This design comes from an exercise in tuning for small area, a short achievable clock period and few clock cycles per item on the open sky130 flow, not from production work. Function was checked by simulation only, so behaviour that the tests miss may differ from the original. The flow treats the clock pin as an ideal source. Dropping or thinning the clock tree relies on that and would not hold on a real chip. Power and IR drop assume default switching activity.

before:
==> flow/design.v (excerpt) <==
module mul_top (
  input              clk,
  input              rst,
  input              in_valid,
  input      [15:0]  a,
  input      [15:0]  b,
  output             out_valid,
  output     [32:0]  res
);
  reg [15:0] a_q, b_q;
  always @(posedge clk) begin a_q <= a; b_q <= b; end
  reg [8:0] one_q, two_q, neg_q;
  always @(posedge clk) begin
    one_q[0] <= b[0] ^ 1'b0; two_q[0] <= (b[1] & ~b[0] & ~1'b0) | (~b[1] & b[0] & 1'b0); neg_q[0] <= b[1];
    one_q[1] <= b[2] ^ b[1]; two_q[1] <= (b[3] & ~b[2] & ~b[1]) | (~b[3] & b[2] & b[1]); neg_q[1] <= b[3];
    one_q[2] <= b[4] ^ b[3]; two_q[2] <= (b[5] & ~b[4] & ~b[3]) | (~b[5] & b[4] & b[3]); neg_q[2] <= b[5];
    one_q[3] <= b[6] ^ b[5]; two_q[3] <= (b[7] & ~b[6] & ~b[5]) | (~b[7] & b[6] & b[5]); neg_q[3] <= b[7];
    one_q[4] <= b[8] ^ b[7]; two_q[4] <= (b[9] & ~b[8] & ~b[7]) | (~b[9] & b[8] & b[7]); neg_q[4] <= b[9];
    one_q[5] <= b[10] ^ b[9]; two_q[5] <= (b[11] & ~b[10] & ~b[9]) | (~b[11] & b[10] & b[9]); neg_q[5] <= b[11];
    one_q[6] <= b[12] ^ b[11]; two_q[6] <= (b[13] & ~b[12] & ~b[11]) | (~b[13] & b[12] & b[11]); neg_q[6] <= b[13];
    one_q[7] <= b[14] ^ b[13]; two_q[7] <= (b[15] & ~b[14] & ~b[13]) | (~b[15] & b[14] & b[13]); neg_q[7] <= b[15];
    one_q[8] <= 1'b0 ^ b[15]; two_q[8] <= (1'b0 & ~1'b0 & ~b[15]) | (~1'b0 & 1'b0 & b[15]); neg_q[8] <= 1'b0;
  end
  reg [2:0] v;
  always @(posedge clk) begin
    if (rst) v <= 0;
    else v <= {v[1:0], in_valid};
  end
  assign out_valid = v[2];
  wire one_0 = one_q[0], two_0 = two_q[0], neg_0 = neg_q[0];
  wire one_1 = one_q[1], two_1 = two_q[1], neg_1 = neg_q[1];
  ...
Size: about 980 cells after synthesis, roughly 160 flip-flops, roughly 69 I/O pins.
Settings: LEC_CHECK=0, CAP_MARGIN=20, CORE_MARGIN=2, CORE_UTILIZATION=40, SLEW_MARGIN=20, SYNTH_HIERARCHICAL=1; clock period 10.0 ns.
standard.sh (not shown) runs the stock make flow with config.mk's settings and CLKGATE_MAP_FILE= SYNTH_SCRIPT=/design/flow/synth_recipe.tcl, a recipe that flattens the netlist after the stock synthesis.
==> flow/flow/run.sh <==
# Standard ORFS layout (the standard.sh) with plain buf_1 port buffers
# and a tighter setup-repair target; the SDC and clock period are unchanged.
export BUFFER_PORTS_ARGS="-buffer_cell sky130_fd_sc_hd__buf_1"
export POST_CTS_TCL=$PWD/flow/post_cts.tcl
bash standard.sh SETUP_SLACK_MARGIN=7.25  finish > standard.log 2>&1
Other scripts of this flow, unchanged in this note and not shown: flow/flow/post_cts.tcl
No stage failed in before, and the final checks on the layout all came back clean.
Testbench counts of before, summed over its fixed seeds: cycles 16,016, items 16,000.
Input changes introduced in after (baseline for comparison: before):
-- flow/flow/run.sh --
<<< before, line 4
export POST_CTS_TCL=$PWD/flow/post_cts.tcl
bash standard.sh SETUP_SLACK_MARGIN=7.25  finish > standard.log 2>&1
>>> after, line 4
export POST_CTS_TCL=$PWD/flow/post_cts.tcl
bash standard.sh SETUP_SLACK_MARGIN=7.2  finish > standard.log 2>&1
==> comparison <==
before finished end to end and its layout was clean on timing, DRC and antenna. after finished end to end and its layout was clean on timing, DRC and antenna. after ends up with a worst slack on hold paths that is 0.0047 ns higher than in before. Of before and after, before shows the higher least setup slack across all paths after layout, with after below it. Comparing after against before, there is no change at all in post-synthesis cell area. In the metrics for before and after, the one carrying the higher total routed wirelength is after.
In every run of this note, the design's own scripts or RTL, not TritonCTS, make the clock network.


Another version of the RTL of mul_top (not shown whole).
For scale: ~0.010 sq mm of cells after synthesis.
export LEC_CHECK = 0
export CAP_MARGIN = 20
export CORE_MARGIN = 2
export CORE_UTILIZATION = 40
export SLEW_MARGIN = 20
export SYNTH_HIERARCHICAL = 1
create_clock -name core_clock -period 10.0 [get_ports {clk}]
==> flow/flow/run.sh <==
# Standard ORFS layout (the standard.sh) with plain buf_1 port buffers
# and a tighter setup-repair target; the SDC and clock period are unchanged.
export BUFFER_PORTS_ARGS="-buffer_cell sky130_fd_sc_hd__buf_1"
bash standard.sh SETUP_SLACK_MARGIN=7.2  finish > standard.log 2>&1
The starting point ran to the end with no violations.
Testbench counts at the start, summed over its fixed seeds: cycles 16,016, items 16,000.
Then changed:
--- a/flow/flow/run.sh
+++ b/flow/flow/run.sh
@@ -4 +4,2 @@
-bash standard.sh SETUP_SLACK_MARGIN=7.2  finish > standard.log 2>&1
+export POST_CTS_TCL=$PWD/flow/post_cts.tcl
+bash standard.sh SETUP_SLACK_MARGIN=7.4 CTS_CLUSTER_SIZE=45 CTS_CLUSTER_DIAMETER=200 finish > standard.log 2>&1
==> flow/flow/post_cts.tcl (new file) <==
set block [ord::get_db_block]
set port_net [$block findNet clk]
set roots {}
foreach it [$port_net getITerms] { lappend roots [$it getInst] }
puts "post_cts: clock port drives [llength $roots] cell pins"
if {[llength $roots] == 1} {
  set root [lindex $roots 0]
  set master [[$root getMaster] getName]
  set out_net [[$root findITerm X] getNet]
  set loads {}
  foreach it [$out_net getITerms] { if {[$it getInst] != $root} { lappend loads $it } }
  set ok [expr {[llength $loads] <= 4 && [string match *clkbuf* $master]}]
  foreach it $loads { if {![string match *clkbuf* [[[$it getInst] getMaster] getName]]} { set ok 0 } }
  puts "post_cts: root [$root getName] ($master) drives [llength $loads] loads; remove: $ok"
  if {$ok} {
    foreach it $loads { $it disconnect; $it connect $port_net }
    [$root findITerm A] disconnect
    [$root findITerm X] disconnect
    odb::dbInst_destroy $root
    odb::dbNet_destroy $out_net
    estimate_parasitics -placement
    report_clock_skew
    repair_timing_helper
    detailed_placement
    check_placement -verbose
  }
}
=> Non-clock buffer count goes up by 25; sequential share of layout area went down by 0.44 points; sequential power stays flat.

[separate check: timing with driven ports]
In the flow no input, the clock included, has a driving cell. The finished layouts below were timed again as built, in two steps.
Step 1 (the two cells are an assumption about what drives the block):
set clk [get_ports {clk}]
set_driving_cell -lib_cell sky130_fd_sc_hd__clkbuf_16 $clk
set_driving_cell -lib_cell sky130_fd_sc_hd__buf_2 [delete_from_list [all_inputs] $clk]
Step 2, shift: input delay + t, output delay - t, t = (earliest + latest rising clock arrival at the registers) / 2. This alone moves slack from input paths to output paths.
Three values: ideal ports, drivers, drivers and shift; two values: the first two.
| run | t (ns) | setup WS [ns] | hold WS [ns] | slew at the worst register clock pin (ns) | worst data-port slew with drivers (ns) |
|---|---|---|---|---|---|
| before | 0.371 | 7.268 / 7.186 / 7.302 | 0.438 / 0.438 / 0.438 | 0.09 / 0.09 | 0.03 |
| after | 0.379 | 7.257 / 7.173 / 7.267 | 0.443 / 0.443 / 0.443 | 0.10 / 0.10 | 0.03 |
| the first run of note 2 | 0.480 | 7.133 / 7.084 / 7.299 | 0.446 / 0.446 / 0.446 | 0.07 / 0.07 | 0.04 |
| the second run of note 2 | 0.464 | 7.137 / 7.092 / 7.260 | 0.447 / 0.447 / 0.447 | 0.07 / 0.07 | 0.04 |
After both steps every run listed still meets setup and hold.
